Source: an optimization exercise on an open RTL-to-GDS flow (aim: small area). Production flows keep margins and buffers that such runs may drop. Function was checked by simulation only, so behaviour that the tests miss may differ from the original. Power is estimated from default activity; no workload was simulated.

File: flow/config.mk
export PLATFORM = sky130hd
export DESIGN_NAME = Smart_parking_system
export DESIGN_NICKNAME = Smart_parking_system
export VERILOG_FILES = /design/flow/design.v
export SDC_FILE = /design/flow/constraint.sdc
export NUM_CORES = 4
export LEC_CHECK = 0
export ABC_AREA = 1
export CAP_MARGIN = 20
export CORE_MARGIN = 2
export CORE_UTILIZATION = 40
export SLEW_MARGIN = 20
File: flow/constraint.sdc
create_clock -name core_clock -period 12.0 [get_ports {clk}]
set_input_delay 2.4000 -clock core_clock [delete_from_list [all_inputs] [get_ports {clk}]]
set_output_delay 2.4000 -clock core_clock [all_outputs]
set_load 0.01 [all_outputs]
File: flow/design.v
module Sensor_interface #(
    parameter DEBOUNCE_DELAY = 5  
)(
    input wire clk,
    input wire reset,
    input wire raw_entry_sensor,
    input wire raw_exit_sensor,
    output reg entry_sensor,
    output reg exit_sensor,
    output reg entry_passed,
    output reg exit_passed
);
    reg [2:0] entry_counter;
    reg [2:0] exit_counter;
    reg entry_sensor_prev;
    reg exit_sensor_prev;
    wire entry_diff = raw_entry_sensor ^ entry_sensor;
    wire exit_diff  = raw_exit_sensor ^ exit_sensor;
    always @(posedge clk) begin
        if (reset) begin
            entry_counter <= 3'b000;
            exit_counter <= 3'b000;
            entry_sensor <= 1'b0;
            exit_sensor <= 1'b0;
            entry_sensor_prev <= 1'b0;
            exit_sensor_prev <= 1'b0;
            entry_passed <= 1'b0;
            exit_passed <= 1'b0;
        end else begin
            entry_counter <= entry_diff ? {entry_counter[1:0], ~entry_counter[2]} : 3'b000;
            exit_counter  <= exit_diff  ? {exit_counter[1:0],  ~exit_counter[2]}  : 3'b000;
            if (entry_diff & entry_counter[2] & ~entry_counter[1])
                entry_sensor <= raw_entry_sensor;
            if (exit_diff & exit_counter[2] & ~exit_counter[1])
                exit_sensor <= raw_exit_sensor;
            entry_sensor_prev <= entry_sensor;
            exit_sensor_prev <= exit_sensor;
            entry_passed <= entry_sensor_prev & ~(entry_sensor & raw_entry_sensor);
            exit_passed  <= exit_sensor_prev  & ~(exit_sensor  & raw_exit_sensor);
        end
    end
endmodule
module Vehicle_counter (
    input wire clk,
    input wire reset,
    input wire entry_passed,
    input wire exit_passed,
    output reg [5:0] vehicle_count,
    output wire [5:0] available_spaces,
    output wire parking_full
);
    assign available_spaces = ~vehicle_count;
    assign parking_full = &vehicle_count;
    always @(posedge clk) begin
        if (reset)
            vehicle_count <= 6'd0;
        else if (exit_passed && vehicle_count != 6'd0)
            vehicle_count <= vehicle_count - 6'd1;
        else if (entry_passed && !parking_full)
            vehicle_count <= vehicle_count + 6'd1;
    end
endmodule
module Barrier_control (
    input wire clk,
    input wire reset,
    input wire open_entry,
    input wire open_exit,
    input wire close_entry,
    input wire close_exit,
    input wire emergency,
    output wire entry_barrier,
    output wire exit_barrier
);
    Barrier_side entry_side (
        .clk(clk), .reset(reset), .open(open_entry), .close(close_entry),
        .emergency(emergency), .barrier(entry_barrier)
    );
    Barrier_side exit_side (
        .clk(clk), .reset(reset), .open(open_exit), .close(close_exit),
        .emergency(emergency), .barrier(exit_barrier)
    );
endmodule
module Barrier_side (
    input wire clk,
    input wire reset,
    input wire open,
    input wire close,
    input wire emergency,
    output reg barrier
);
    reg [3:0] cnt;
    reg opening;
    reg closing;
    wire cnt_ge10 = cnt[3] & cnt[1];
    wire cnt_ge5 = cnt[3] | (cnt[2] & (cnt[1] | cnt[0]));
    always @(posedge clk) begin
        if (reset || emergency) begin
            barrier <= ~reset;
            cnt <= 4'd0;
            opening <= 1'b0;
            closing <= 1'b0;
        end else begin
            if (open && !closing && !barrier) begin
                opening <= 1'b1;
                cnt <= 4'd0;
            end else if (close && !opening) begin
                closing <= 1'b1;
                cnt <= 4'd0;
            end
            if (opening) begin
                if (cnt_ge10) begin
                    barrier <= 1'b1;
                    opening <= 1'b0;
                end else begin
                    cnt <= cnt + 4'd1;
                end
            end else if (closing) begin
                if (cnt_ge5) begin
                    barrier <= 1'b0;
                    closing <= 1'b0;
                end else begin
                    cnt <= cnt + 4'd1;
                end
            end
            if (close && opening && !cnt_ge5) begin
                opening <= 1'b0;
                closing <= 1'b1;
                cnt <= 4'd0;
            end
        end
    end
endmodule
module Fsm_control (
    input wire clk,
    input wire reset,
    input wire entry_sensor,
    input wire exit_sensor,
    input wire entry_passed,
    input wire exit_passed,
    input wire parking_full,
    input wire card_valid,
    input wire emergency,
    input wire fee_valid,
    output reg [2:0] current_state,
    output reg open_entry,
    output reg open_exit,
    output reg close_entry,
    output reg close_exit,
    output reg alarm,
    output reg calculate_fee
);
    localparam IDLE = 3'b000;
    localparam VEHICLE_DETECTED = 3'b001;
    localparam CARD_VERIFICATION = 3'b010;
    localparam OPEN_BARRIER = 3'b011;
    localparam VEHICLE_PASSING = 3'b100;
    localparam CLOSE_BARRIER = 3'b101;
    localparam UPDATE_COUNT = 3'b110;
    localparam EMERGENCY_MODE = 3'b111;
    reg [9:0] timeout_counter;
    reg is_entry_direction;
    reg alarm_triggered;
    wire t_is_300 = timeout_counter[8] & timeout_counter[5] &
                    timeout_counter[3] & timeout_counter[2];    
    wire t_is_600 = timeout_counter[9] & timeout_counter[6] &
                    timeout_counter[4] & timeout_counter[3];    
    wire t_idle_done = timeout_counter[2] & timeout_counter[0];  
    wire dir_passed = is_entry_direction ? entry_passed : exit_passed;
    always @(posedge clk) begin
        if (reset) begin
            current_state <= IDLE;
            open_entry <= 1'b0;
            open_exit <= 1'b0;
            close_entry <= 1'b0;
            close_exit <= 1'b0;
            alarm <= 1'b0;
            calculate_fee <= 1'b0;
            timeout_counter <= 10'd0;
            is_entry_direction <= 1'b0;
            alarm_triggered <= 1'b0;
        end else begin
            open_entry <= 1'b0;
            open_exit <= 1'b0;
            close_entry <= 1'b0;
            close_exit <= 1'b0;
            alarm <= alarm_triggered;
            calculate_fee <= 1'b0;
            if (emergency) begin
                current_state <= EMERGENCY_MODE;
                open_entry <= 1'b1;
                open_exit <= 1'b1;
                alarm_triggered <= 1'b0;
                timeout_counter <= 10'd0;
            end else begin
                case (current_state)
                    IDLE: begin
                        alarm_triggered <= 1'b0;
                        close_entry <= 1'b1;
                        close_exit <= 1'b1;
                        if (!t_idle_done) begin
                            timeout_counter <= timeout_counter + 10'd1;
                        end else begin
                            if (entry_sensor) begin
                                if (parking_full) begin
                                    alarm <= 1'b1;
                                    alarm_triggered <= 1'b1;
                                end else begin
                                    is_entry_direction <= 1'b1;
                                    current_state <= CARD_VERIFICATION;
                                    timeout_counter <= 10'd0;
                                end
                            end
                            if (exit_sensor) begin
                                is_entry_direction <= 1'b0;
                                calculate_fee <= 1'b1;
                                current_state <= VEHICLE_DETECTED;
                                timeout_counter <= 10'd0;
                            end
                        end
                    end
                    VEHICLE_DETECTED: begin
                        if (fee_valid)
                            current_state <= OPEN_BARRIER;
                        if (t_is_300) begin
                            current_state <= IDLE;
                            timeout_counter <= 10'd0;
                        end else begin
                            timeout_counter <= timeout_counter + 10'd1;
                        end
                    end
                    CARD_VERIFICATION: begin
                        if (timeout_counter == 10'd0) begin
                            if (card_valid) begin
                                alarm_triggered <= 1'b0;
                                current_state <= OPEN_BARRIER;
                            end else begin
                                alarm <= 1'b1;
                                alarm_triggered <= 1'b1;
                            end
                        end
                        if ((timeout_counter >= 50 && !card_valid) || t_is_300) begin
                            current_state <= IDLE;
                            timeout_counter <= 10'd0;
                        end else begin
                            timeout_counter <= timeout_counter + 10'd1;
                        end
                    end
                    OPEN_BARRIER: begin
                        current_state <= VEHICLE_PASSING;
                        timeout_counter <= 10'd0;
                        if (is_entry_direction)
                            open_entry <= 1'b1;
                        else
                            open_exit <= 1'b1;
                    end
                    VEHICLE_PASSING: begin
                        if (is_entry_direction)
                            open_entry <= 1'b1;
                        else
                            open_exit <= 1'b1;
                        if (dir_passed || t_is_600) begin
                            current_state <= CLOSE_BARRIER;
                            timeout_counter <= 10'd0;
                        end else begin
                            timeout_counter <= timeout_counter + 10'd1;
                        end
                    end
                    CLOSE_BARRIER: begin
                        timeout_counter <= 10'd0;
                        if (dir_passed) begin
                            if (is_entry_direction)
                                close_entry <= 1'b1;
                            else
                                close_exit <= 1'b1;
                            current_state <= UPDATE_COUNT;
                        end else begin
                            close_entry <= 1'b1;
                            close_exit <= 1'b1;
                            current_state <= IDLE;
                        end
                    end
                    UPDATE_COUNT: begin
                        timeout_counter <= 10'd1;
                        if (timeout_counter[0])
                            current_state <= IDLE;
                    end
                    EMERGENCY_MODE: begin
                        open_entry <= 1'b1;
                        open_exit <= 1'b1;
                        alarm_triggered <= 1'b0;
                        current_state <= IDLE;
                        timeout_counter <= 10'd0;
                    end
                endcase
            end
        end
    end
endmodule
module Fee_calculator (
    input wire clk,
    input wire reset,
    input wire [7:0] fee_next,     
    input wire calculate_fee,
    output reg [7:0] fee_amount,
    output reg fee_valid
);
    reg [1:0] calculation_state;
    reg [7:0] fee_pending;
    always @(posedge clk) begin
        if (reset) begin
            fee_amount <= 8'd0;
            fee_valid <= 1'b0;
            calculation_state <= 2'd0;
        end else begin
            fee_valid <= (calculation_state == 2'd3);
            if (calculation_state != 2'd0 || calculate_fee)
                calculation_state <= calculation_state + 2'd1;
            if (calculation_state == 2'd2)
                fee_amount <= fee_pending;
        end
        if (calculation_state == 2'd1)
            fee_pending <= fee_next;
    end
endmodule
module Display_module (
    input wire clk,
    input wire reset,
    input wire [5:0] vehicle_count,
    input wire emergency_state,          
    input wire [1:0] barrier_status,
    input wire parking_full,
    input wire alarm,
    output wire [7:0] segment_display,
    output wire [3:0] digit_select,
    output reg [3:0] led_indicators
);
    reg [9:0] refresh_counter;       
    reg [1:0] digit_index;
    reg [3:0] current_digit;
    reg [3:0] shown_digit;           
    reg started;                     
    wire refresh = &{refresh_counter[9:5], refresh_counter[3]};
    function [7:0] get_segment_pattern;
        input [3:0] digit;
        begin
            case (digit)
                4'h0: get_segment_pattern = 8'b11000000;
                4'h1: get_segment_pattern = 8'b11111001;
                4'h2: get_segment_pattern = 8'b10100100;
                4'h3: get_segment_pattern = 8'b10110000;
                4'h4: get_segment_pattern = 8'b10011001;
                4'h5: get_segment_pattern = 8'b10010010;
                4'h6: get_segment_pattern = 8'b10000010;
                4'h7: get_segment_pattern = 8'b11111000;
                4'h8: get_segment_pattern = 8'b10000000;
                4'h9: get_segment_pattern = 8'b10010000;
                default: get_segment_pattern = 8'b11111111;
            endcase
        end
    endfunction
    assign segment_display = get_segment_pattern(shown_digit);
    wire [1:0] last_index = digit_index - 2'd1;
    assign digit_select = started ? ~(4'b0001 << last_index) : 4'b1111;
    always @(posedge clk) begin
        if (reset) begin
            refresh_counter <= 10'd0;
            digit_index <= 2'd0;
            current_digit <= 4'd0;
            shown_digit <= 4'hF;
            started <= 1'b0;
        end else if (refresh) begin
            refresh_counter <= 10'd0;
            digit_index <= digit_index + 2'd1;
            started <= 1'b1;
            shown_digit <= current_digit;
            case (digit_index)
                2'b00: current_digit <= ~vehicle_count[3:0];
                2'b01: current_digit <= {2'b00, ~vehicle_count[5:4]};
                2'b10: current_digit <= vehicle_count[3:0];
                2'b11: current_digit <= {2'b00, vehicle_count[5:4]};
            endcase
        end else begin
            refresh_counter <= refresh_counter + 10'd1;
        end
    end
    always @(posedge clk) begin
        if (reset) begin
            led_indicators <= 4'b0000;
        end else begin
            led_indicators[0] <= ~parking_full;
            led_indicators[1] <= |barrier_status;
            led_indicators[2] <= emergency_state & refresh_counter[9];
            led_indicators[3] <= alarm;
        end
    end
endmodule
module Smart_parking_system (
    input wire clk,
    input wire reset,
    input wire raw_entry_sensor,
    input wire raw_exit_sensor,
    input wire [3:0] card_id,
    input wire emergency,
    output wire entry_barrier,
    output wire exit_barrier,
    output wire [5:0] available_spaces,
    output wire [7:0] segment_display,
    output wire [3:0] digit_select,
    output wire parking_full,
    output wire alarm,
    output wire [3:0] led_indicators,
    output wire [7:0] fee_amount
);
    wire entry_sensor;
    wire exit_sensor;
    wire entry_passed_internal;
    wire exit_passed;
    wire [2:0] current_state;
    wire open_entry;
    wire open_exit;
    wire close_entry;
    wire close_exit;
    wire calculate_fee;
    wire fee_valid;
    wire [5:0] vehicle_count;
    wire card_valid = |card_id;
    wire entry_passed = entry_passed_internal & card_valid;
    reg [10:0] time_q;
    reg [5:0] time_r;
    wire r_last = time_r[5] & time_r[4] & time_r[3] & time_r[1] & time_r[0];
    wire t_last = time_q[10] & time_q[6] & time_q[2] &
                  ~time_r[5] & ~time_r[4] & (&time_r[3:0]);
    always @(posedge clk) begin
        if (reset || t_last) begin
            time_q <= 11'd0;
            time_r <= 6'd0;
        end else if (r_last) begin
            time_q <= time_q + 11'd1;
            time_r <= 6'd0;
        end else begin
            time_r <= time_r + 6'd1;
        end
    end
    reg [3:0] last_entry_id;
    reg [3:0] last_exit_id;
    reg entry_id_wrapped;
    always @(posedge clk) begin
        if (reset) begin
            last_entry_id <= 4'd0;
            last_exit_id <= 4'd0;
            entry_id_wrapped <= 1'b0;
        end else begin
            if (entry_passed_internal) begin
                last_entry_id <= last_entry_id + 4'd1;
                if (&last_entry_id)
                    entry_id_wrapped <= 1'b1;
            end
            if (exit_passed)
                last_exit_id <= last_exit_id + 4'd1;
        end
    end
    wire slot_valid = entry_id_wrapped | (last_exit_id < last_entry_id);
    wire [16*17-1:0] slot_sel;
    genvar g;
    generate
        for (g = 0; g < 16; g = g + 1) begin : slot_g
            reg [16:0] entry_time;
            always @(posedge clk)
                if (entry_passed_internal && last_entry_id == g)
                    entry_time <= {time_q, time_r};
            assign slot_sel[g*17 +: 17] =
                (slot_valid && last_exit_id == g) ? entry_time : 17'd0;
        end
    endgenerate
    reg [16:0] slot_read;
    integer i;
    always @(*) begin
        slot_read = 17'd0;
        for (i = 0; i < 16; i = i + 1)
            slot_read = slot_read | slot_sel[i*17 +: 17];
    end
    wire [10:0] qe = slot_read[16:6];
    wire [5:0] re = slot_read[5:0];
    wire q_eq = (time_q == qe);
    wire q_gt = (time_q > qe);
    wire r_ge = (time_r >= re);
    wire r_gt = (time_r > re);
    wire [7:0] q_diff = time_q[7:0] - qe[7:0];
    wire [7:0] hours = q_gt ? q_diff + {7'd0, r_gt} : {7'd0, q_eq & r_ge};
    wire [7:0] fee_now = 8'd10 + hours + {hours[5:0], 2'b00};
    reg [7:0] fee_latched;
    always @(posedge clk) begin
        if (reset)
            fee_latched <= 8'd15;
        else if (exit_passed)
            fee_latched <= fee_now;
    end
    Sensor_interface sensor_interface_inst (
        .clk(clk),
        .reset(reset),
        .raw_entry_sensor(raw_entry_sensor),
        .raw_exit_sensor(raw_exit_sensor),
        .entry_sensor(entry_sensor),
        .exit_sensor(exit_sensor),
        .entry_passed(entry_passed_internal),
        .exit_passed(exit_passed)
    );
    Vehicle_counter vehicle_counter_inst (
        .clk(clk),
        .reset(reset),
        .entry_passed(entry_passed),
        .exit_passed(exit_passed),
        .vehicle_count(vehicle_count),
        .available_spaces(available_spaces),
        .parking_full(parking_full)
    );
    Barrier_control barrier_control_inst (
        .clk(clk),
        .reset(reset),
        .open_entry(open_entry),
        .open_exit(open_exit),
        .close_entry(close_entry),
        .close_exit(close_exit),
        .emergency(emergency),
        .entry_barrier(entry_barrier),
        .exit_barrier(exit_barrier)
    );
    Fsm_control fsm_control_inst (
        .clk(clk),
        .reset(reset),
        .entry_sensor(entry_sensor),
        .exit_sensor(exit_sensor),
        .entry_passed(entry_passed),
        .exit_passed(exit_passed),
        .parking_full(parking_full),
        .card_valid(card_valid),
        .emergency(emergency),
        .fee_valid(fee_valid),
        .current_state(current_state),
        .open_entry(open_entry),
        .open_exit(open_exit),
        .close_entry(close_entry),
        .close_exit(close_exit),
        .alarm(alarm),
        .calculate_fee(calculate_fee)
    );
    Fee_calculator fee_calculator_inst (
        .clk(clk),
        .reset(reset),
        .fee_next(fee_latched),
        .calculate_fee(calculate_fee),
        .fee_amount(fee_amount),
        .fee_valid(fee_valid)
    );
    Display_module display_module_inst (
        .clk(clk),
        .reset(reset),
        .vehicle_count(vehicle_count),
        .emergency_state(&current_state),
        .barrier_status({exit_barrier, entry_barrier}),
        .parking_full(parking_full),
        .alarm(alarm),
        .segment_display(segment_display),
        .digit_select(digit_select),
        .led_indicators(led_indicators)
    );
endmodule
File: flow/flow/run.sh
#!/bin/bash
# Layout flow: the standard ORFS flow (standard.sh), except that synthesis
# maps the combinational logic with an area-oriented ABC script and without
# the separate half/full-adder extraction. Flip-flops (names and cell types)
# come out exactly as in the standard synthesis, since ABC runs after
# flip-flop mapping and only touches combinational logic.
set -euo pipefail
HERE=$(pwd)
export MY_ABC_SCRIPT=$HERE/flow/area.abc
bash standard.sh SYNTH_SCRIPT=$HERE/flow/my_synth.tcl ADDER_MAP_FILE= synth > synth.log 2>&1
bash standard.sh > layout.log 2>&1
File: flow/flow/area.abc
strash
dc2
scorr
dc2
strash
&get -n
&dch -f
&nf -a -R 1000
&put
strash
&get -n
&dch -f
&nf -a -R 1000
&put
File: flow/flow/my_synth.tcl
proc synth {args} { yosys synth -nofsm -noshare {*}$args }
# Technology mapping with an area-oriented ABC script instead of ORFS's.
proc abc {args} {
  set out {}
  set skip 0
  foreach a $args {
    if {$skip} { set skip 0; continue }
    if {$a eq "-script" || $a eq "-D"} { set skip 1; continue }
    lappend out $a
  }
  if {[info exists ::env(MY_ABC_SCRIPT)] && $::env(MY_ABC_SCRIPT) ne ""} {
    set out [linsert $out 0 -script $::env(MY_ABC_SCRIPT)]
  }
  yosys abc {*}$out
}
source $::env(SCRIPTS_DIR)/synth.tcl
# left out here: clear keep_hierarchy, flatten, clean up, hide names made inside functions, write 1_2_yosys.v
File: flow/standard.sh
#!/bin/bash
# synth_recipe.tcl (not shown) runs the flow's synth.tcl, then flattens the netlist and writes it again
# the make line also repeats each setting of config.mk as NAME=value (left out here)
make -C /OpenROAD-flow-scripts/flow DESIGN_CONFIG=/design/flow/config.mk WORK_HOME=/design/flow/orfs CLKGATE_MAP_FILE= SYNTH_SCRIPT=/design/flow/synth_recipe.tcl "${@:-finish}"
==> metrics.md, run 1 <==
| Metric | Value |
|---|---|
| Clock sink count | `410` |
| Die Y | `202.6 microns` |
| Slowest stage delay, CP | `0.68 ns` |
| CTS Buffer Depth | `3` |
| Placer Congestion | `0.8651` |
| Yosys warnings | `7` |
| Hold Fails Final Rpt | `0` |
| Flop pwr share | `between 50% and 60%` |
| RSZ-0062 raised after global routing | `false` |
| Post-CTS sizing | `0` |
| Post-synthesis register bit count | `410` |
| Int Pwr | `roughly 2.2 mW` |
| Family with the most delay on the worst path | `simple AND/OR/NAND/NOR gates` |
| Final Skew | `0.02171 ns` |
| Fin area | `approximately 19,000 sq um` |
| Clock latency on the worst-skew pair | `between 0.5 and 0.6 ns` |
| Initial DRC Count | `1,271` |
| Setup TNS | `0 ns` |
| Fin crit period | `around 7.9 ns` |
| Drt wl/cell | `between 20 and 25 microns` |
| Clk root buf | `clkbuf_16` |
| Ant diodes | `0` |
| Worst EP required | `roughly 12 ns` |
| Fill count | `roughly 3,400` |
| Tightest Hold Check Type | `reg -> reg` |
| IO Count | `43` |
| Fin nets | `roughly 1,300` |
| Predominant post-synthesis flop cell | `edfxtp_1` |
| Post-Syn Instances | `1,212` |
| Fmax | `0.1274 GHz` |
| TritonCTS clock tree | `done` |
| Grt met3 use | `3.965%` |
| Final setup fails | `0` |
| Min-delay src | `fee_latched[3]$_SDFFE_PP1P_` |
| Drt pass-1 iters | `6` |
| Setup CP Type | `reg -> reg` |
| Worst VDD drop | `around 110 uV` |
| Pwr dens | `154.7 nW/um^2` |
| WL final | `40,680 microns` |
| HPWL after DPL | `24,690 microns` |
| Post-DP Area | `17,250 sq um` |
| Busiest grt layer | `met2` |
| H-tree depth | `2` |
| Rel. slew slack | `36.39%` |
| Via-to-Cell Ratio | `5.719` |
| Crit path from | `last_entry_id[1]$_SDFFE_PP0P_` |
| Netlist cell types | `58` |
| Vias in the first global route | `roughly 10,000` |
| Die area | `slightly above 40,000 sq um` |
| Syn avg cell area | `13.01 sq um` |
| Reg2Reg Setup Slack | `4.15 ns` |
| LEAKAGE | `6.033 nW` |
| Post-route DRC | `0` |
| First-pass GRT wire length | `62,550 microns` |
| Via count | `between 10,000 and 15,000` |
| Switching share of power | `22.25%` |
| Syn Std Cell Area | `roughly 16,000 sq um` |
| Post-synthesis async set-or-reset flop share | `0%` |
| Buffers & Inverters on Critical Path | `2` |
| Hold-fix buffers at CTS | `0` |
| Tot GR Track Use | `19.98%` |
| Final period util | `65.42%` |
| Max-cap violations | `0` |
| Startpoint types | `register` |
| Postcts setup bufs | `0` |
| Clk pwr share | `42.4%` |
| Routed Antenna Nets | `0` |
| Maximum number of pins on one net before global-route repair | `slightly above 40` |
| Run status | `finished clean` |
| Net Count, Synth | `1,221` |
| Switching power | `637.5 uW` |
| Syn-to-layout area delta | `17.45%` |
| Worst r2r src | `last_entry_id[1]$_SDFFE_PP0P_` |
| Slew Limit Fails | `0` |
| CP Max Fanout | `11` |
| Num CTS Buffers | `42` |
| Core area | `around 39,000 sq um` |
| Crit-path slowest cell | `nor2_1` |
| Seq/Total Area, Yosys | `69.95%` |
| Comb power frac | `4.0%` |
| Critical path arrival | `between 8 and 9 ns` |
| Number of flops mapped to enable cells by yosys | `282` |
| Die Wd | `just over 200 microns` |
| Initial Util | `40.62%` |
| Antenna violations before repair | `0` |
| Clock-pin slew on the worst setup and hold paths | `0.06 ns` |
| Rows | `72` |
| Share of cells above drive strength 1 | `under 10%` |
| GRT Residual Overflow | `0` |
| Met2 Use GR | `32.72%` |
| Grt met1 use | `26.77%` |
| Setup crit end kind | `register` |
| Worst slew pin tran | `~0.95 ns` |
| I/O Buffers | `41` |
-- cell families (layout without fill, tap and decap cells) --
kind of cell	Yosys count	count (layout)	synth area share [%]
and+or+nand+nor	423	423	12.99
DFF	410	410	69.95
other	1	1	0.02378
muxes	2	2	0.1269
buffers and inverters	27	189	0.6665
AOI/OAI and AO/OA	304	304	13.73
adders and majority gates	2	2	0.1269
xor gates and xnor gates	43	43	2.388
-- cell usage after synthesis, drive strengths merged (3+ instances only) --
| cell | number | area [sq um] |
|---|---|---|
| o22ai | 5 | 31.28 |
| or4 | 3 | 22.52 |
| a221o | 3 | 30.03 |
| and4 | 3 | 26.28 |
| dfxtp | 128 | 2562 |
| clkinv | 26 | 97.59 |
| o211ai | 3 | 22.52 |
| a222oi | 46 | 460.4 |
| nor3 | 44 | 220.2 |
| o21a | 11 | 82.58 |
| xor2 | 11 | 96.34 |
| a31oi | 10 | 62.56 |
| edfxtp | 282 | 8468 |
| nor2 | 125 | 469.2 |
| o22a | 4 | 35.03 |
| a22o | 9 | 78.83 |
| nor2b | 14 | 87.58 |
| nand4 | 19 | 118.9 |
| nand3 | 34 | 170.2 |
| nand2 | 90 | 337.8 |
| and2 | 18 | 112.6 |
| a211oi | 14 | 105.1 |
| o21ai | 39 | 195.2 |
| and3 | 19 | 118.9 |
| o31ai | 3 | 22.52 |
| or3 | 5 | 31.28 |
| or2 | 11 | 68.82 |
| a221oi | 17 | 148.9 |
| a21oi | 76 | 380.4 |
| xnor2 | 32 | 280.3 |
| nor3b | 7 | 52.55 |
| nand2b | 16 | 100.1 |
| nor4 | 5 | 31.28 |
| nand3b | 7 | 52.55 |
| o21bai | 3 | 22.52 |
| a22oi | 40 | 300.3 |
-- through the flow --
step,std cells,total power [mW],setup slack (ns),utilization (%),hold slack (ns)
5_1_grt,1892,2.963,3.379,47.70,0.4375
3_5_place_dp,1814,1.679,4.269,44.42,0.4140
6_report,1892,2.865,4.150,47.70,0.4311
2_1_floorplan,1212,1.642,5.115,-,0.4072
4_1_cts,1892,2.888,4.221,47.70,0.4336
3_3_place_gp,1814,1.677,4.484,44.37,0.4134
-- flip-flops by register name (all words and copies together) (netlist names), 2 cells and up --
register                               flops
barrier_control_inst.entry_side.cnt        4
barrier_control_inst.exit_side.cnt         4
display_module_inst.current_digit          4
display_module_inst.digit_index            2
display_module_inst.led_indicators         4
display_module_inst.refresh_counter       10
display_module_inst.shown_digit            4
fee_calculator_inst.calculation_state      2
fee_calculator_inst.fee_amount             8
fee_calculator_inst.fee_pending            8
fee_latched                                8
fsm_control_inst.current_state             3
fsm_control_inst.timeout_counter          10
last_entry_id                              4
last_exit_id                               4
segment_display                            7
sensor_interface_inst.entry_counter        3
sensor_interface_inst.exit_counter         3
slot_g.entry_time                        272
time_q                                    11
time_r                                     6
vehicle_counter_inst.vehicle_count         6
-- area by class of cell --
class	count	area (sq um)	share of cell area, %
sequential	410	11030	59.56
multi-input combinational	775	4733	25.56
clock buffer	50	1121	6.053
timing repair buffer	85	735.7	3.972
tap	518	648.1	3.499
clock inverter	28	155.1	0.8377
inverter	26	97.59	0.5269
-- worst reg2reg max path, delay by kind of cell, from the launching register on --
family | cells | cell delay (ns)
XOR/XNOR | 3 | 0.33
AND/OR/NAND/NOR | 16 | 3.41
buffers and inverters | 2 | 0.55
flip-flops | 1 | 0.62
adder cells (fa/ha/maj) | 1 | 0.39
AO/OA/AOI/OAI | 12 | 2.46
-- path summary, 6_finish.rpt --
path	endpoint	depth (start not counted)
max	fee_latched[7]$_SDFFE_PP0P_	34
min	fee_calculator_inst.fee_pending[3]$_DFFE_PN_	0
max reg2reg	fee_latched[7]$_SDFFE_PP0P_	34
min reg2reg	fee_calculator_inst.fee_pending[3]$_DFFE_PN_	0
-- cell usage in the layout, fill, tap and decap left out, types with 5 or more instances in the layout --
cell type        count
edfxtp_1           282
dfxtp_1            128
nor2_1             119
nand2_1             90
a21oi_1             76
a222oi_1            46
buf_4               44
clkbuf_16           42
a22oi_1             40
clkdlybuf4s50_1     40
o21ai_0             39
clkinv_1            35
nand3_1             34
nor3_1              33
xnor2_1             32
and3_1              19
nand4_1             19
and2_0              18
a221oi_1            17
nand2b_1            16
nor2b_1             14
a211oi_1            14
clkinv_2            13
or2_0               11
xor2_1              11
o21a_1              11
a31oi_1             10
nor3_2               9
a22o_1               9
nand3b_1             7
nor3b_1              6
or3_1                5
o22ai_1              5
nor2_2               5
-- power by group through the flow --
| stage | registers (mW) | logic (mW) | clock network [mW] |
|---|---|---|---|
| 2_1_floorplan | 1.56 | 0.0834 | 0 |
| 3_3_place_gp | 1.56 | 0.112 | 0 |
| 3_5_place_dp | 1.57 | 0.114 | 0 |
| 4_1_cts | 1.53 | 0.115 | 1.24 |
| 5_1_grt | 1.54 | 0.132 | 1.29 |
| 6_report | 1.54 | 0.116 | 1.21 |
-- routing by layer --
metal	share of wire [%]	wire length [microns]
met5	0	0
met4	2.4	975
met3	8.5	3459
met2	47	19100
met1	42	17140
==> inputs of run 2 (changes only) <==
--- a/flow/design.v
+++ b/flow/design.v
@@ -177,5 +177,4 @@
             calculate_fee <= 1'b0;
             timeout_counter <= 10'd0;
-            is_entry_direction <= 1'b0;
             alarm_triggered <= 1'b0;
         end else begin
@@ -341,23 +340,10 @@
     reg started;                     
     wire refresh = &{refresh_counter[9:5], refresh_counter[3]};
-    function [7:0] get_segment_pattern;
-        input [3:0] digit;
-        begin
-            case (digit)
-                4'h0: get_segment_pattern = 8'b11000000;
-                4'h1: get_segment_pattern = 8'b11111001;
-                4'h2: get_segment_pattern = 8'b10100100;
-                4'h3: get_segment_pattern = 8'b10110000;
-                4'h4: get_segment_pattern = 8'b10011001;
-                4'h5: get_segment_pattern = 8'b10010010;
-                4'h6: get_segment_pattern = 8'b10000010;
-                4'h7: get_segment_pattern = 8'b11111000;
-                4'h8: get_segment_pattern = 8'b10000000;
-                4'h9: get_segment_pattern = 8'b10010000;
-                default: get_segment_pattern = 8'b11111111;
-            endcase
-        end
-    endfunction
-    assign segment_display = get_segment_pattern(shown_digit);
+    localparam [127:0] SEGMENT_TABLE = {
+        8'hFF, 8'hFF, 8'hFF, 8'hFF, 8'hFF, 8'hFF,   
+        8'h90, 8'h80, 8'hF8, 8'h82, 8'h92,          
+        8'h99, 8'hB0, 8'hA4, 8'hF9, 8'hC0           
+    };
+    assign segment_display = SEGMENT_TABLE[shown_digit*8 +: 8];
     wire [1:0] last_index = digit_index - 2'd1;
     assign digit_select = started ? ~(4'b0001 << last_index) : 4'b1111;
==> flow/flow/run.sh (replaced) <==
#!/bin/bash
# Layout flow: the standard ORFS flow (standard.sh) with these changes:
# - synthesis maps the combinational logic with an area-oriented ABC script
#   and without the separate half/full-adder extraction (flip-flop names and
#   cell types come out as in the standard synthesis: ABC runs after
#   flip-flop mapping and only touches combinational logic);
# - every port still gets a buffer, but the smallest buffer cell;
# - clock tree built from small clkbuf_4 clusters without dummy loads.
set -euo pipefail
HERE=$(pwd)
export MY_ABC_SCRIPT=$HERE/flow/area.abc
CTS="CTS_ARGS=-sink_clustering_enable -repair_clock_nets -dont_use_dummy_load -root_buf sky130_fd_sc_hd__clkbuf_8 -buf_list sky130_fd_sc_hd__clkbuf_4 -sink_clustering_size 8 -sink_clustering_max_diameter 40 -tree_buf sky130_fd_sc_hd__clkbuf_8"
PORTS="BUFFER_PORTS_ARGS=-buffer_cell sky130_fd_sc_hd__buf_1"
bash standard.sh SYNTH_SCRIPT=$HERE/flow/my_synth.tcl ADDER_MAP_FILE= synth > synth.log 2>&1
bash standard.sh "$CTS" "$PORTS" > layout.log 2>&1
==> run 2 against run 1 <==
Net effect: still clean on timing, DRC and antenna; power decreased by 21%; final cell count decreased by 1.3%; register-to-register slack got worse by 0.24 ns; setup slack got worse by 0.24 ns; clock skew increased by 0.037 ns; routed wire length decreased by 2.0%; worst hold slack got worse by 0.0096 ns; synthesized area decreased by 1.3%; largest power group unchanged; highest routed layer unchanged.
==> metrics.md, run 2 <==
| Metric | Value |
|---|---|
| Clock latency on the worst-skew pair | `0.61 ns (+0.04 ns)` |
| Post-synthesis register bit count | `403 (-1.7%)` |
| Fin crit period | `8.093 ns (+0.2425 ns)` |
| Register area | `10,900 sq um (-1.2%)` |
| Hold Fails Final Rpt | `0 (unchanged)` |
| Predominant post-synthesis flop cell | `edfxtp_1` |
| Run status | `finished clean` |
| Post-Syn Instances | `1,204 (-0.66%)` |
| Postcts setup bufs | `0 (unchanged)` |
| Rows | `72 (unchanged)` |
| RSZ-0062 raised after global routing | `false` |
| Yosys warnings | `7 (unchanged)` |
| Max-cap violations | `0 (unchanged)` |
| HPWL after DPL | `23,730 microns (-3.9%)` |
| Clock-pin slew on the worst setup and hold paths | `0.09 ns (+0.03 ns)` |
| Setup crit end kind | `register` |
| Synth area leader | `edfxtp_1` |
| CP Max Fanout | `11 (unchanged)` |
| Tightest Hold Check Type | `reg -> reg` |
| Via-to-Cell Ratio | `5.757 (+0.67%)` |
| Tot GR Track Use | `19.71% (-0.28 points)` |
| Die area | `40,510 sq um (-1.3%)` |
| Tot Pwr | `2.277 mW (-21%)` |
| Final period util | `67.44% (+2.0 points)` |
| Post-route DRC | `0 (unchanged)` |
| Wire length on met3 | `3675 microns (+6.2%)` |
| Crit-path slowest cell | `nor2_1` |
| Clk root buf | `clkbuf_8` |
| H-tree depth | `3 (+1)` |
| Pwr dens | `131.5 nW/um^2 (-15%)` |
| Setup TNS | `0 ns (unchanged)` |
| Core area | `38,560 sq um (-0.70%)` |
| Drt wl/cell | `21.34 microns (-0.73%)` |
| First-pass GRT wire length | `60,950 microns (-2.5%)` |
| Ant diodes | `0 (unchanged)` |
| Initial DRC Count | `1,271 (unchanged)` |
| Uppermost layer routed | `met4` |
| Family with the most delay on the worst path | `compound AO/OA/AOI/OAI gates` |
| Top area cells in the synthesized netlist | `edfxtp_1 (55%), dfxtp_1 (15%), a222oi_1 (4.2%)` |
| IO Count | `43 (unchanged)` |
| TritonCTS clock tree | `done` |
| I/O Buffers | `41 (unchanged)` |
| Post-CTS sizing | `0 (unchanged)` |
| Commonest non-fill, non-tap cell in the layout | `edfxtp_1` |
| Fin nets | `1,361 (+0.89%)` |
| Net Count, Synth | `1,213 (-0.66%)` |
| Most frequent cells in the layout | `edfxtp_1 (283), dfxtp_1 (120), nor2_1 (116)` |
| Share of cells above drive strength 1 | `9.333% (-0.055 points)` |
| Post-synthesis async set-or-reset flop share | `0% (unchanged)` |
| Max reg flops | `272 (unchanged)` |
| Slew Limit Fails | `0 (unchanged)` |
| Worst hold margin | `0.4215 ns (-0.009581 ns)` |
| Die Y | `201.3 microns (-0.64%)` |
| Seq/Total Area, Yosys | `70.03% (+0.086 points)` |
| Number of flops mapped to enable cells by yosys | `283 (+0.35%)` |
| Hold-fix buffers at CTS | `0 (unchanged)` |
| Antenna violations before repair | `0 (unchanged)` |
| Worst slew pin tran | `0.9756 ns (+0.03014 ns)` |
| Syn-to-layout area delta | `11.22%` |
| Critical path arrival | `8.61 ns (+0.28 ns)` |
| Multi-input combinational cell area | `4677 sq um (-1.2%)` |
| Vias in the first global route | `10,166 (-3.1%)` |
| LEAKAGE | `5.634 nW (-6.6%)` |
| Slowest stage delay, CP | `0.71 ns (+0.03 ns)` |
| Fill count | `3,576 (+4.0%)` |
| Drt pass-1 iters | `8 (+2)` |
| Placer Congestion | `0.8007 (-7.4%)` |
| Syn avg cell area | `12.93 sq um (-0.65%)` |
| Worst VDD drop | `61.74 uV (-46%)` |
| Setup CP Type | `reg -> reg` |
| Rel. slew slack | `34.72% (-1.7 points)` |
| Routed Antenna Nets | `0 (unchanged)` |
| Final Skew | `0.05882 ns (+0.03711 ns)` |
| Final setup fails | `0 (unchanged)` |
| Clock sink count | `403 (-1.7%)` |
| Maximum number of pins on one net before global-route repair | `54 (+32%)` |
| Netlist cell types | `54 (-6.9%)` |
| Syn Std Cell Area | `15,560 sq um (-1.3%)` |
| Most flops, register | `slot_g.entry_time` |
| Most numerous cell in the Yosys netlist | `edfxtp_1` |
| Startpoint types | `register` |
| Initial Util | `40.37% (-0.25 points)` |
| GRT Residual Overflow | `0 (unchanged)` |
| WL final | `39,870 microns (-2.0%)` |
| DRT met1 WL | `17,150 microns (about the same)` |
| Buffers & Inverters on Critical Path | `2 (unchanged)` |
| Die Wd | `201.3 microns (-0.64%)` |
| Worst EP required | `12.52 ns (+0.04 ns)` |
| Synth top cells by count | `edfxtp_1 (283), nor2_1 (122), dfxtp_1 (120)` |
| Biggest regs | `slot_g.entry_time: 272 flops, time_q: 11 flops` |
| Fmax | `0.1236 GHz (-3.0%)` |
| Met2 Wirelength | `18,170 microns (-4.9%)` |
| Via count | `10,755 (-0.61%)` |
| Num CTS Buffers | `66 (+57%)` |
| Top cell type's share of synthesized area | `54.60% (+0.90 points)` |
| CTS Buffer Depth | `3 (unchanged)` |
run 2: power by group:
group | switching, mW | leakage, nW | internal [mW]
Clock | 0.442 | 0.327 | 0.287
Sequential | 0.0110 | 3.57 | 1.48
Combinational | 0.0363 | 1.73 | 0.0209
Total | 0.490 | 5.63 | 1.79
run 2: logic make-up (layout without fill, tap and decap cells):
kind of cell,Yosys count,count (layout),share of synthesized area [%]
other,1,1,0.02409
AO/OA/AOI/OAI,303,303,13.96
AND/OR/NAND/NOR,433,433,13.01
buffers and inverters,21,167,0.5306
XOR/XNOR,39,39,2.195
adder cells (fa/ha/maj),1,1,0.06431
flip-flops,403,403,70.03
multiplexers,3,3,0.1929
run 2: metal layers:
layer | vias to the layer above | global-route usage (%)
met4 | 0 | 7.169
met5 | - | 0
li1 | 5015 | -
met1 | 5227 | 27.49
met2 | 452 | 30.60
met3 | 61 | 4.049
run 2: final timing paths:
path / from / to / slack (ns) / depth (start not counted)
setup / recovery: last_entry_id[1]$_SDFFE_PP0P_ / fee_latched[7]$_SDFFE_PP0P_ / 3.91 / 33
hold / removal: sensor_interface_inst.entry_counter[2]$_SDFF_PP0_ / sensor_interface_inst.entry_sensor$_SDFFE_PP0P_ / 0.42 / 1
setup reg to reg: last_entry_id[1]$_SDFFE_PP0P_ / fee_latched[7]$_SDFFE_PP0P_ / 3.91 / 33
hold reg to reg: sensor_interface_inst.entry_counter[2]$_SDFF_PP0_ / sensor_interface_inst.entry_sensor$_SDFFE_PP0P_ / 0.42 / 1
run 2: cell type report:
cell class / instances / area share [%]
sequential: 403 / 62.97
multi-input combinational: 780 / 27.02
tap: 518 / 3.744
clock buffer: 66 / 3.187
timing repair buffer: 81 / 2.652
inverter: 20 / 0.4337
run 2: worst reg2reg max path: cells and delay by family, from the launching register on:
family / cells / cell delay (ns)
compound gates: 14 / 3.90
simple gates: 14 / 2.52
fa+ha+maj: 1 / 0.22
flops: 1 / 0.61
buf+inv: 2 / 0.56
xor+xnor: 2 / 0.24
run 2: stage by stage:
step | utilization, % | instance area (sq um) | instances | setup slack, ns
6_report | 44.90 | 17310 | 1868 | 3.907
3_3_place_gp | 43.40 | 16730 | 1801 | 4.386
4_1_cts | 44.87 | 17300 | 1867 | 3.972
3_5_place_dp | 43.44 | 16750 | 1801 | 3.976
2_1_floorplan | - | 15560 | 1204 | 5.261
5_1_grt | 44.90 | 17310 | 1868 | 2.949
==> inputs of run 3 (changes only) <==
==> flow/flow/area.abc (replaced) <==
strash
dc2
scorr
&get -n
&deepsyn -T 120
&put
strash
&get -n
&dch -f
&nf -a -R 1000
&put
strash
&get -n
&deepsyn -T 120
&dch -f
&nf -a -R 1000
&put
==> run 3 against run 2 <==
Net effect: still clean on timing, DRC and antenna; clock skew up 0.044 ns; count of clock-buffer cells in the layout down 6; maximum frequency up 18%; utilization about the same; combinational power down about 20%; critical path depth down 4; critical path type unchanged; critical endpoint unchanged; largest cell class unchanged.
==> metrics.md, run 3 <==
| Metric | Value |
|---|---|
| Post-route DRC | `0 (unchanged)` |
| Pwr dens | `131.2 nW/um^2 (-0.21%)` |
| Tightest Hold Check Type | `reg -> reg` |
| Biggest regs | `slot_g.entry_time: 272 flops, time_q: 11 flops` |
| Final setup fails | `0 (unchanged)` |
| Final Skew | `0.1025 ns (+0.04365 ns)` |
| Top cell type's share of synthesized area | `55.63% (+1.0 points)` |
| Drt wl/cell | `21.52 microns (+0.81%)` |
| Met2 Wirelength | `17,650 microns (-2.9%)` |
| Post-CTS sizing | `0 (unchanged)` |
| Setup crit end kind | `register` |
| TritonCTS clock tree | `done` |
| Via count | `10,183 (-5.3%)` |
| Worst EP required | `12.54 ns (+0.02 ns)` |
| Critical path arrival | `7.38 ns (-1.23 ns)` |
| H-tree depth | `2 (-1)` |
| Commonest non-fill, non-tap cell in the layout | `edfxtp_1` |
| Clock sink count | `403 (unchanged)` |
| Slew Limit Fails | `0 (unchanged)` |
| Post-DP Area | `16,430 sq um (-1.9%)` |
| Fin nets | `1,289 (-5.3%)` |
| CP Max Fanout | `10 (-1)` |
| Net Count, Synth | `1,149 (-5.3%)` |
| Most flops, register | `slot_g.entry_time` |
| Tot Pwr | `2.219 mW (-2.5%)` |
| Max-cap violations | `0 (unchanged)` |
| Tot GR Track Use | `19.64% (-0.072 points)` |
| Max reg flops | `272 (unchanged)` |
| Synth area leader | `edfxtp_1` |
| Number of flops mapped to enable cells by yosys | `283 (unchanged)` |
| RSZ-0062 raised after global routing | `false` |
| Most frequent cells in the layout | `edfxtp_1 (283), dfxtp_1 (120), nor2_1 (119)` |
| Worst slew pin tran | `1.071 ns (+0.09540 ns)` |
| Finished Layout Cells | `1,789 (-4.2%)` |
| Clock latency on the worst-skew pair | `0.63 ns (+0.02 ns)` |
| Drt pass-1 iters | `9 (+1)` |
| Family with the most delay on the worst path | `compound AO/OA/AOI/OAI gates` |
| WL final | `38,500 microns (-3.4%)` |
| Ant diodes | `0 (unchanged)` |
| IO Count | `43 (unchanged)` |
| Maximum number of pins on one net before global-route repair | `39 (-28%)` |
| Final Util | `44.90% (about the same)` |
| Clk root buf | `clkbuf_8` |
| Dpl cells | `1,729 (-4.0%)` |
| Setup CP Type | `reg -> reg` |
| Top area cells in the synthesized netlist | `edfxtp_1 (56%), dfxtp_1 (16%), nor2_1 (3.2%)` |
| Setup TNS | `0 ns (unchanged)` |
| Yosys warnings | `7 (unchanged)` |
| Fin crit period | `6.841 ns (-1.252 ns)` |
| Rows | `71 (-1.4%)` |
| Crit-path slowest cell | `dfxtp_1` |
| Syn-to-layout area delta | `10.70%` |
| Initial Util | `40.56% (+0.19 points)` |
| CTS Buffer Depth | `3 (unchanged)` |
| Post-synthesis register bit count | `403 (unchanged)` |
| Routed Antenna Nets | `0 (unchanged)` |
| Placer Congestion | `0.8194 (+2.3%)` |
| Postcts setup bufs | `0 (unchanged)` |
| Startpoint types | `register` |
| Final period util | `57.01% (-10 points)` |
| Seq/Total Area, Yosys | `71.35% (+1.3 points)` |
| Slowest stage delay, CP | `0.58 ns (-0.13 ns)` |
| Fmax | `0.1462 GHz (+18%)` |
| Synth top cells by count | `edfxtp_1 (283), nor2_1 (131), dfxtp_1 (120)` |
| Die Wd | `199.4 microns (-0.91%)` |
| Syn avg cell area | `13.40 sq um (+3.7%)` |
| Initial DRC Count | `1,170 (-7.9%)` |
| Predominant post-synthesis flop cell | `edfxtp_1` |
| Run status | `finished clean` |
| Hold Fails Final Rpt | `0 (unchanged)` |
| GRT Residual Overflow | `0 (unchanged)` |
| CP most frequent cell | `o21ai_0` |
| Num CTS Buffers | `60 (-9.1%)` |
| I/O Buffers | `41 (unchanged)` |
| Wire length on met3 | `3418 microns (-7.0%)` |
| Via-to-Cell Ratio | `5.692 (-1.1%)` |
| DRT met1 WL | `16,420 microns (-4.2%)` |
| Antenna violations before repair | `0 (unchanged)` |
| Hold-fix buffers at CTS | `0 (unchanged)` |
| Most numerous cell in the Yosys netlist | `edfxtp_1` |
| Syn Std Cell Area | `15,280 sq um (-1.8%)` |
| First-pass GRT wire length | `57,880 microns (-5.0%)` |
| Clock-pin slew on the worst setup and hold paths | `0.09 ns (about the same)` |
| Rel. slew slack | `28.34% (-6.4 points)` |
| Core area | `37,670 sq um (-2.3%)` |
| Vias in the first global route | `9,775 (-3.8%)` |
| HPWL after DPL | `22,830 microns (-3.8%)` |
| Share of cells above drive strength 1 | `9.311% (-0.022 points)` |
| Worst VDD drop | `85.22 uV (+38%)` |
| Die Y | `199.4 microns (-0.91%)` |
| Post-synthesis async set-or-reset flop share | `0% (unchanged)` |
| Buffers & Inverters on Critical Path | `2 (unchanged)` |
| Die area | `39,770 sq um (-1.8%)` |
| Uppermost layer routed | `met4` |
| Post-Syn Instances | `1,140 (-5.3%)` |
| LEAKAGE | `5.530 nW (-1.8%)` |
| Fin area | `16,910 sq um (-2.3%)` |
| Netlist cell types | `52 (-3.7%)` |
## run 3: cell count changes in the layout (fill, tap and decap cells not counted), sizes merged, moves of 11 or more
cell	previous run	this run
a222oi	65	40
a21oi	81	66
nand2	113	62
a22o	1	22
and2	15	26
nand3	43	25
## run 3: final cells by class
class	count	area, sq um
Inverter	29	108.9
Multi-Input combinational cell	707	4340
Fill cell	3443	20750
Clock buffer	60	481.7
Timing Repair Buffer	79	440.4
Sequential cell	403	10900
Tap cell	511	639.4
## run 3: per-stage QoR
step / hold slack, ns / setup WS, ns
5_1_grt: 0.4469 / 4.490
3_5_place_dp: 0.4124 / 5.172
3_3_place_gp: 0.4086 / 5.295
6_report: 0.4275 / 5.159
4_1_cts: 0.4280 / 5.192
2_1_floorplan: 0.3928 / 5.978
## run 3: worst paths after layout
path	to	slack, ns	startpoint	cells past startpoint
worst max-delay path	fee_latched[7]$_SDFFE_PP0P_	5.16	last_exit_id[2]$_SDFFE_PP0P_	29
worst min-delay path	sensor_interface_inst.exit_passed$_SDFF_PP0_	0.43	sensor_interface_inst.exit_sensor_prev$_SDFF_PP0_	1
worst max register to register	fee_latched[7]$_SDFFE_PP0P_	5.16	last_exit_id[2]$_SDFFE_PP0P_	29
worst min register to register	sensor_interface_inst.exit_passed$_SDFF_PP0_	0.43	sensor_interface_inst.exit_sensor_prev$_SDFF_PP0_	1
## run 3: layer usage
metal | track usage [%] | up-vias
li1 | - | 4739
met1 | 26.32 | 4976
met5 | 0 | -
met4 | 7.572 | 0
met2 | 31.38 | 405
met3 | 4.152 | 63
## run 3: cells by family (layout without fill, tap and decap cells)
group,after synthesis,after routing,share of synthesized area (%)
DFF,403,403,71.35
AOI/OAI and AO/OA,279,279,13.14
muxes,5,5,0.3276
buffers and inverters,30,168,0.7617
xor gates and xnor gates,35,35,2.007
and+or+nand+nor,382,382,12.06
other,1,1,0.02455
adders and majority gates,5,5,0.3276
## run 3: power breakdown
group / switching (mW) / internal, mW
clock: 0.437 / 0.249
combinational: 0.0303 / 0.0157
sequential: 0.00864 / 1.48
total: 0.476 / 1.74
## run 3: worst register-to-register path, delay by kind of cell (launching register included)
kind / cells / cell delay, ns
compound gates: 13 / 2.63
xor+xnor: 3 / 0.73
fa+ha+maj: 3 / 1.18
buf+inv: 2 / 0.47
flops: 1 / 0.58
mux: 1 / 0.17
simple gates: 7 / 1.05
==> inputs of run 4 (changes only) <==
--- a/flow/flow/run.sh
+++ b/flow/flow/run.sh
@@ -10,5 +10,5 @@
 HERE=$(pwd)
 export MY_ABC_SCRIPT=$HERE/flow/area.abc
-CTS="CTS_ARGS=-sink_clustering_enable -repair_clock_nets -dont_use_dummy_load -root_buf sky130_fd_sc_hd__clkbuf_8 -buf_list sky130_fd_sc_hd__clkbuf_4 -sink_clustering_size 8 -sink_clustering_max_diameter 40 -tree_buf sky130_fd_sc_hd__clkbuf_8"
+CTS="CTS_ARGS=-sink_clustering_enable -repair_clock_nets -dont_use_dummy_load -root_buf sky130_fd_sc_hd__clkbuf_8 -buf_list sky130_fd_sc_hd__clkbuf_4 -sink_clustering_size 10 -sink_clustering_max_diameter 40"
 PORTS="BUFFER_PORTS_ARGS=-buffer_cell sky130_fd_sc_hd__buf_1"
 bash standard.sh SYNTH_SCRIPT=$HERE/flow/my_synth.tcl ADDER_MAP_FILE= synth > synth.log 2>&1
==> flow/flow/area.abc (replaced) <==
strash
dc2
scorr
dc2
strash
&get -n
&dch -f
&nf -a -R 1000
&put
strash
&get -n
&dch -f
&nf -a -R 1000
&put
==> run 4 against run 3 <==
Net effect: still clean; synthesized cell count up 5.6%; maximum frequency down 15%; clock skew down 0.020 ns; count of clock-buffer cells in the layout down 5; register-to-register slack worse by 1.2 ns; sequential power about the same; flip-flop and latch count unchanged; largest cell class unchanged; highest routed layer unchanged.
==> metrics.md, run 4 <==
| Metric | Value |
|---|---|
| Synth area leader | `edfxtp_1` |
| Final setup fails | `0 (unchanged)` |
| Met2 Wirelength | `17,970 microns (+1.8%)` |
| Initial DRC Count | `1,209 (+3.3%)` |
| Final Skew | `0.08214 ns (-0.02033 ns)` |
| Most frequent cells in the layout | `edfxtp_1 (283), dfxtp_1 (120), nor2_1 (116)` |
| Worst r2r path cells | `33 (+14%)` |
| Run status | `finished clean` |
| WL final | `39,650 microns (+3.0%)` |
| Yosys warnings | `7 (unchanged)` |
| Via-to-Cell Ratio | `5.745 (+0.93%)` |
| Crit-path slowest cell | `nor2_1` |
| Max reg flops | `272 (unchanged)` |
| Ant diodes | `0 (unchanged)` |
| First-pass GRT wire length | `60,620 microns (+4.7%)` |
| Worst hold margin | `0.3786 ns (-0.04891 ns)` |
| Core area | `38,560 sq um (+2.4%)` |
| Critical path arrival | `8.57 ns (+1.19 ns)` |
| Slew Limit Fails | `0 (unchanged)` |
| Post-Syn Instances | `1,204 (+5.6%)` |
| Drt wl/cell | `21.35 microns (-0.76%)` |
| Setup ws final | `3.970 ns (-1.189 ns)` |
| Biggest regs | `slot_g.entry_time: 272 flops, time_q: 11 flops` |
| Hold-fix buffers at CTS | `0 (unchanged)` |
| Min-delay src | `sensor_interface_inst.entry_counter[2]$_SDFF_PP0_` |
| Top cell type's share of synthesized area | `54.60% (-1.0 points)` |
| HPWL after DPL | `23,730 microns (+4.0%)` |
| Final period util | `66.92% (+9.9 points)` |
| Pwr dens | `128.0 nW/um^2 (-2.4%)` |
| Top area cells in the synthesized netlist | `edfxtp_1 (55%), dfxtp_1 (15%), a222oi_1 (4.2%)` |
| Tot Pwr | `2.203 mW (-0.75%)` |
| Worst EP required | `12.54 ns (about the same)` |
| Place WS | `3.976 ns (-1.196 ns)` |
| Antenna violations before repair | `0 (unchanged)` |
| Tot GR Track Use | `19.55% (-0.084 points)` |
| Rel. slew slack | `34.67% (+6.3 points)` |
| Hold Path End | `sensor_interface_inst.entry_counter[0]$_SDFF_PP0_` |
| Maximum number of pins on one net before global-route repair | `54 (+38%)` |
| Multi-input combinational cell area | `4677 sq um (+7.8%)` |
| Clock-pin slew on the worst setup and hold paths | `0.09 ns (about the same)` |
| Most numerous cell in the Yosys netlist | `edfxtp_1` |
| Seq/Total Area, Yosys | `70.03% (-1.3 points)` |
| Clock latency on the worst-skew pair | `0.64 ns (about the same)` |
| Number of flops mapped to enable cells by yosys | `283 (unchanged)` |
| Setup crit end kind | `register` |
| Die area | `40,510 sq um (+1.8%)` |
| Syn avg cell area | `12.93 sq um (-3.5%)` |
| Post-synthesis async set-or-reset flop share | `0% (unchanged)` |
| Netlist cell types | `54 (+3.8%)` |
| Startpoint types | `register` |
| Syn-to-layout area delta | `10.53%` |
| Routed Antenna Nets | `0 (unchanged)` |
| Hold-critical path depth | `1 (unchanged)` |
| Hold Fails Final Rpt | `0 (unchanged)` |
| Net Count, Synth | `1,213 (+5.6%)` |
| Post-CTS sizing | `0 (unchanged)` |
| Drt pass-1 iters | `8 (-1)` |
| Rows | `72 (+1.4%)` |
| LEAKAGE | `5.573 nW (+0.78%)` |
| Slowest stage delay, CP | `0.69 ns (+0.11 ns)` |
| Fill count | `3,566 (+3.6%)` |
| Wire length on met3 | `3594 microns (+5.1%)` |
| CP Max Fanout | `11 (+1)` |
| Post-route DRC | `0 (unchanged)` |
| Predominant post-synthesis flop cell | `edfxtp_1` |
| Setup TNS | `0 ns (unchanged)` |
| Worst slew pin tran | `0.9763 ns (-0.09473 ns)` |
| Clk root buf | `clkbuf_8` |
| Initial Util | `40.37% (-0.19 points)` |
| Postcts setup bufs | `0 (unchanged)` |
| Uppermost layer routed | `met4` |
| Die Y | `201.3 microns (+0.92%)` |
| CTS Buffer Depth | `3 (unchanged)` |
| Max-cap violations | `0 (unchanged)` |
| Setup CP Type | `reg -> reg` |
| Placer Congestion | `0.8007 (-2.3%)` |
| Fmax | `0.1245 GHz (-15%)` |
| Register area | `10,900 sq um (unchanged)` |
| Commonest non-fill, non-tap cell in the layout | `edfxtp_1` |
| Die Wd | `201.3 microns (+0.92%)` |
| Clock sink count | `403 (unchanged)` |
| IO Count | `43 (unchanged)` |
| Final Util | `44.62% (-0.28 points)` |
| Fin nets | `1,350 (+4.7%)` |
| TritonCTS clock tree | `done` |
| H-tree depth | `2 (unchanged)` |
| Reg2Reg Capture Point | `fee_latched[7]$_SDFFE_PP0P_` |
| DRT met1 WL | `17,060 microns (+3.9%)` |
| Share of cells above drive strength 1 | `8.588% (-0.72 points)` |
| Via count | `10,668 (+4.8%)` |
| Synth top cells by count | `edfxtp_1 (283), nor2_1 (122), dfxtp_1 (120)` |
| Tightest Hold Check Type | `reg -> reg` |
| Worst VDD drop | `60.08 uV (-30%)` |
| I/O Buffers | `41 (unchanged)` |
| Worst r2r src | `last_entry_id[1]$_SDFFE_PP0P_` |
| Reg2Reg Setup Slack | `3.97 ns (-1.19 ns)` |
| Most flops, register | `slot_g.entry_time` |
| Vias in the first global route | `10,054 (+2.9%)` |
| Post-synthesis register bit count | `403 (unchanged)` |
| RSZ-0062 raised after global routing | `false` |
| Fin crit period | `8.030 ns (+1.189 ns)` |
| GRT Residual Overflow | `0 (unchanged)` |
| Num CTS Buffers | `55 (-8.3%)` |
| Syn Std Cell Area | `15,560 sq um (+1.9%)` |
-- run 4: changes by cell type in the layout (fill, tap and decap cells not counted), moves of 8 or more --
cell      before  now
a22o_1        22    1
nand2_1       62  113
a211oi_1       2   11
a221oi_1      14    4
or2_0          6   14
nand4_1       25   15
a22oi_1       50   40
clkinv_1      29   20
a222oi_1      40   65
nand3_1       25   43
and2_0        26   15
a21oi_1       66   81
-- run 4: worst max path at each step --
stage,start,end,slack [ns],cells past startpoint
floorplan,last_entry_id[1]$_SDFFE_PP0P_,fee_latched[7]$_SDFFE_PP0P_,5.26,33
CTS,last_entry_id[1]$_SDFFE_PP0P_,fee_latched[7]$_SDFFE_PP0P_,4.00,33
global route,last_entry_id[1]$_SDFFE_PP0P_,fee_latched[7]$_SDFFE_PP0P_,2.98,33
global placement,last_entry_id[1]$_SDFFE_PP0P_,fee_latched[7]$_SDFFE_PP0P_,4.39,34
finish,last_entry_id[1]$_SDFFE_PP0P_,fee_latched[7]$_SDFFE_PP0P_,3.97,33
detailed placement,last_entry_id[1]$_SDFFE_PP0P_,fee_latched[7]$_SDFFE_PP0P_,3.98,33
-- run 4: stage by stage --
step	std cells	instance area, sq um
6_report	1857	17200
5_1_grt	1857	17200
4_1_cts	1856	17190
3_5_place_dp	1801	16750
3_3_place_gp	1801	16730
2_1_floorplan	1204	15560
-- run 4: area by class of cell --
type / instances / area share (%)
Sequential cell: 403 / 63.36
Inverter: 20 / 0.4364
Tap cell: 518 / 3.767
Clock buffer: 55 / 2.582
Multi-Input combinational cell: 780 / 27.19
Timing Repair Buffer: 81 / 2.669
-- run 4: metal layers --
metal / GRT usage (%) / up-vias
li1: - / 4985
met1: 27.51 / 5141
met2: 30.59 / 467
met3: 3.774 / 75
met4: 6.434 / 0
met5: 0 / -
-- run 4: where the power goes --
group	internal [mW]	switching, mW	leakage (nW)
logic	0.0209	0.0363	1.73
clock network	0.231	0.425	0.266
registers	1.48	0.0109	3.57
total	1.73	0.472	5.57
-- run 4: critical path, delay by kind of cell (launching register included) --
family | cells | cell delay [ns]
AO/OA/AOI/OAI | 14 | 3.91
XOR/XNOR | 2 | 0.24
adder cells (fa/ha/maj) | 1 | 0.22
buffers and inverters | 2 | 0.55
flip-flops | 1 | 0.61
AND/OR/NAND/NOR | 14 | 2.48
-- run 4: cell families (layout without fill, tap and decap cells) --
kind of cell | count (synthesis) | in the layout | synth area share (%)
adders and majority gates | 1 | 1 | 0.06431
DFF | 403 | 403 | 70.03
and+or+nand+nor | 433 | 433 | 13.01
xor gates and xnor gates | 39 | 39 | 2.195
other | 1 | 1 | 0.02409
AOI/OAI and AO/OA | 303 | 303 | 13.96
muxes | 3 | 3 | 0.1929
buffers and inverters | 21 | 156 | 0.5306
==> inputs of run 5 (changes only) <==
==> flow/flow/area.abc (replaced) <==
strash
dc2
scorr
&get -n
&deepsyn -T 120
&put
strash
&get -n
&dch -f
&nf -a -R 1000
&put
strash
&get -n
&deepsyn -T 120
&dch -f
&nf -a -R 1000
&put
==> run 5 against run 4 <==
Net effect: setup slack gained 1.1 ns; non-clock buffer count shrank 2; global-route usage is essentially flat; sequential power is essentially flat; still clean; power shrank 1.3%; register-to-register slack gained 1.1 ns; maximum frequency grew 17%.
==> metrics.md, run 5 <==
| Metric | Value |
|---|---|
| Hold-fix buffers at CTS | `0 (unchanged)` |
| Ant diodes | `0 (unchanged)` |
| Simple-gate share of the synthesized area | `12.06% (-0.95 points)` |
| Flop pwr share | `68.4% (+0.8 points)` |
| Fin crit period | `6.882 ns (-1.148 ns)` |
| Startpoint types | `register` |
| LEAKAGE | `5.493 nW (-1.4%)` |
| Yosys warnings | `7 (unchanged)` |
| Worst r2r path cells | `27 (-18%)` |
| Fill count | `3,459 (-3.0%)` |
| Num CTS Buffers | `52 (-5.5%)` |
| Clock latency on the worst-skew pair | `0.63 ns (about the same)` |
| Seq/Total Area, Yosys | `71.35% (+1.3 points)` |
| Setup crit end kind | `register` |
| Die area | `39,770 sq um (-1.8%)` |
| Adder-cell share of the synthesized area | `0.3276% (+0.26 points)` |
| Rows | `71 (-1.4%)` |
| Crit path from | `last_entry_id[2]$_SDFFE_PP0P_` |
| Switching share of power | `21.19% (-0.26 points)` |
| Worst EP required | `12.51 ns (-0.03 ns)` |
| Clk pwr share | `29.5% (-0.3 points)` |
| Clock-pin slew on the worst setup and hold paths | `0.11 ns (+0.02 ns)` |
| Fin nets | `1,281 (-5.1%)` |
| Most frequent cells in the layout | `edfxtp_1 (283), dfxtp_1 (120), nor2_1 (118)` |
| Die Y | `199.4 microns (-0.91%)` |
| Min-delay src | `fee_latched[1]$_SDFFE_PP1P_` |
| Commonest non-fill, non-tap cell in the layout | `edfxtp_1` |
| Syn-to-layout area delta | `10.32%` |
| DRT met1 WL | `16,120 microns (-5.5%)` |
| Via-to-Cell Ratio | `5.668 (-1.3%)` |
| Tot Pwr | `2.174 mW (-1.3%)` |
| Most numerous cell in the Yosys netlist | `edfxtp_1` |
| Hold Fails Final Rpt | `0 (unchanged)` |
| Setup TNS | `0 ns (unchanged)` |
| Hold Path End | `fee_calculator_inst.fee_pending[1]$_DFFE_PN_` |
| Pwr dens | `129.0 nW/um^2 (+0.74%)` |
| Main combinational cell family by area after synthesis | `compound AO/OA/AOI/OAI gates` |
| Synth top cells by count | `edfxtp_1 (283), nor2_1 (131), dfxtp_1 (120)` |
| Syn avg cell area | `13.40 sq um (+3.7%)` |
| Switching power | `460.6 uW (-2.5%)` |
| Slew Limit Fails | `0 (unchanged)` |
| Worst hold margin | `0.4063 ns (+0.02773 ns)` |
| Worst VDD drop | `68.48 uV (+14%)` |
| Int Pwr | `1.713 mW (-0.99%)` |
| Fmax | `0.1453 GHz (+17%)` |
| Vias in the first global route | `9,711 (-3.4%)` |
| Maximum number of pins on one net before global-route repair | `39 (-28%)` |
| Post-synthesis register bit count | `403 (unchanged)` |
| Initial DRC Count | `961 (-21%)` |
| Post-Synth XOR/XNOR Area | `2.007% (-0.19 points)` |
| Comb power frac | `2.1% (-0.5 points)` |
| Max reg flops | `272 (unchanged)` |
| Wire length on met3 | `3424 microns (-4.7%)` |
| Drt wl/cell | `21.52 microns (+0.80%)` |
| Multiplexer area fraction after synthesis | `0.3276% (+0.13 points)` |
| Top area cells in the synthesized netlist | `edfxtp_1 (56%), dfxtp_1 (16%), nor2_1 (3.2%)` |
| Clk root buf | `clkbuf_8` |
| Hold-critical path depth | `0 (-1)` |
| Core area | `37,670 sq um (-2.3%)` |
| Synth area leader | `edfxtp_1` |
| HPWL after DPL | `22,830 microns (-3.8%)` |
| Worst r2r src | `last_entry_id[2]$_SDFFE_PP0P_` |
| Finished Layout Cells | `1,781 (-4.1%)` |
| Most flops, register | `slot_g.entry_time` |
| Clock sink count | `403 (unchanged)` |
| Number of flops mapped to enable cells by yosys | `283 (unchanged)` |
| Postcts setup bufs | `0 (unchanged)` |
| I/O Buffers | `41 (unchanged)` |
| WL final | `38,340 microns (-3.3%)` |
| Tightest Hold Check Type | `reg -> reg` |
| Via count | `10,094 (-5.4%)` |
| Dpl cells | `1,729 (-4.0%)` |
| CTS Buffer Depth | `3 (unchanged)` |
| Max-cap violations | `0 (unchanged)` |
| Post-CTS sizing | `0 (unchanged)` |
| Placer Congestion | `0.8194 (+2.3%)` |
| Post-synthesis compound-gate area fraction | `13.14% (-0.81 points)` |
| Post-route DRC | `0 (unchanged)` |
| Final period util | `57.35% (-9.6 points)` |
| Buffers & Inverters on Critical Path | `1 (-1)` |
| Top cell type's share of synthesized area | `55.63% (+1.0 points)` |
| Critical path arrival | `7.39 ns (-1.18 ns)` |
| Run status | `finished clean` |
| Share of cells above drive strength 1 | `8.819% (+0.23 points)` |
| Family with the most delay on the worst path | `compound AO/OA/AOI/OAI gates` |
| Uppermost layer routed | `met4` |
| Die Wd | `199.4 microns (-0.91%)` |
| Final Skew | `0.07846 ns (-0.003683 ns)` |
| Biggest regs | `slot_g.entry_time: 272 flops, time_q: 11 flops` |
| Setup CP Type | `reg -> reg` |
| Met2 Wirelength | `17,490 microns (-2.7%)` |
| Routed Antenna Nets | `0 (unchanged)` |
| Rel. slew slack | `30.12% (-4.6 points)` |
| Crit-path slowest cell | `nor2_1` |
| Net Count, Synth | `1,149 (-5.3%)` |
| Post-Syn Instances | `1,140 (-5.3%)` |
| Post-synthesis async set-or-reset flop share | `0% (unchanged)` |
| Reg2Reg Setup Slack | `5.12 ns (+1.15 ns)` |
| Tot GR Track Use | `19.59% (+0.036 points)` |
| Initial Util | `40.56% (+0.19 points)` |
| Netlist cell types | `52 (-3.7%)` |
| GRT Residual Overflow | `0 (unchanged)` |
## run 5: metal layers
metal | track usage (%) | up-vias
met5 | 0 | -
met4 | 8.093 | 0
met3 | 4.591 | 91
met2 | 31.01 | 420
met1 | 26.00 | 4863
li1 | - | 4720
## run 5: through the flow
stage               setup slack [ns]  area [sq um]  utilization (%)
floorplan                      5.978         15280                -
global placement               5.295         16420            43.61
finish                         5.118         16850            44.74
CTS                            5.163         16850            44.74
detailed placement             5.172         16430            43.62
global route                   4.461         16850            44.74
## run 5: worst reg2reg max path, cell delays in order (launching register included)
cell and delay (ns):
dfxtp_1 0.60, a22oi_1 0.12, a21oi_1 0.17, a211o_1 0.14, nand3_1 0.18, nor2_1 0.85, buf_4 0.38, a22oi_1 0.12
nand4_1 0.11, nor2_1 0.08, o22ai_1 0.17, o21ai_0 0.18, a221o_1 0.38, nand2_1 0.16, mux2i_1 0.11, a32o_1 0.25
maj3_1 0.40, maj3_1 0.40, xnor2_1 0.39, xnor2_1 0.17, nor2_1 0.08, o21ai_0 0.27, o31ai_1 0.13, maj3_1 0.38
o31ai_1 0.11, o21ai_0 0.17, xor2_1 0.17, o21ai_0 0.13
## run 5: kinds of logic (layout without fill, tap and decap cells)
kind of cell | after synthesis | in the layout
compound gates | 279 | 279
mux | 5 | 5
other cells | 1 | 1
buf+inv | 30 | 160
fa+ha+maj | 5 | 5
xor+xnor | 35 | 35
simple gates | 382 | 382
flops | 403 | 403
## run 5: worst max path at each step
stage	endpoint	slack, ns	cells after the start
after CTS	fee_latched[7]$_SDFFE_PP0P_	5.16	29
after detailed placement	fee_latched[7]$_SDFFE_PP0P_	5.17	29
after global routing	fee_latched[7]$_SDFFE_PP0P_	4.46	29
after global placement	fee_latched[7]$_SDFFE_PP0P_	5.30	29
after floorplan	fee_latched[7]$_SDFFE_PP0P_	5.98	27
final	fee_latched[7]$_SDFFE_PP0P_	5.12	27
## run 5: power groups by stage
stage / combinational (mW) / clock [mW] / sequential [mW]
floorplan: 0.0308 / 0 / 1.52
global placement: 0.0451 / 0 / 1.52
detailed placement: 0.0461 / 0 / 1.52
CTS: 0.0462 / 0.664 / 1.49
global route: 0.0530 / 0.719 / 1.49
finish: 0.0461 / 0.641 / 1.49
## run 5: area by class of cell
| class | instances | area (sq um) | share of cell area [%] |
|---|---|---|---|
| Sequential cell | 403 | 10900 | 64.68 |
| Tap cell | 511 | 639.4 | 3.794 |
| Inverter | 29 | 108.9 | 0.6459 |
| Timing Repair Buffer | 79 | 440.4 | 2.613 |
| Multi-Input combinational cell | 707 | 4343 | 25.77 |
| Clock buffer | 52 | 421.7 | 2.502 |

Re-timed with assumed drivers on the ports (clkbuf_16 on the clock, buf_2 on other inputs), run 5 has 5.118 ns of setup slack against 5.118 ns with ideal ports, and 5.118 ns once port delays also move by the mid clock arrival of 0.632 ns.
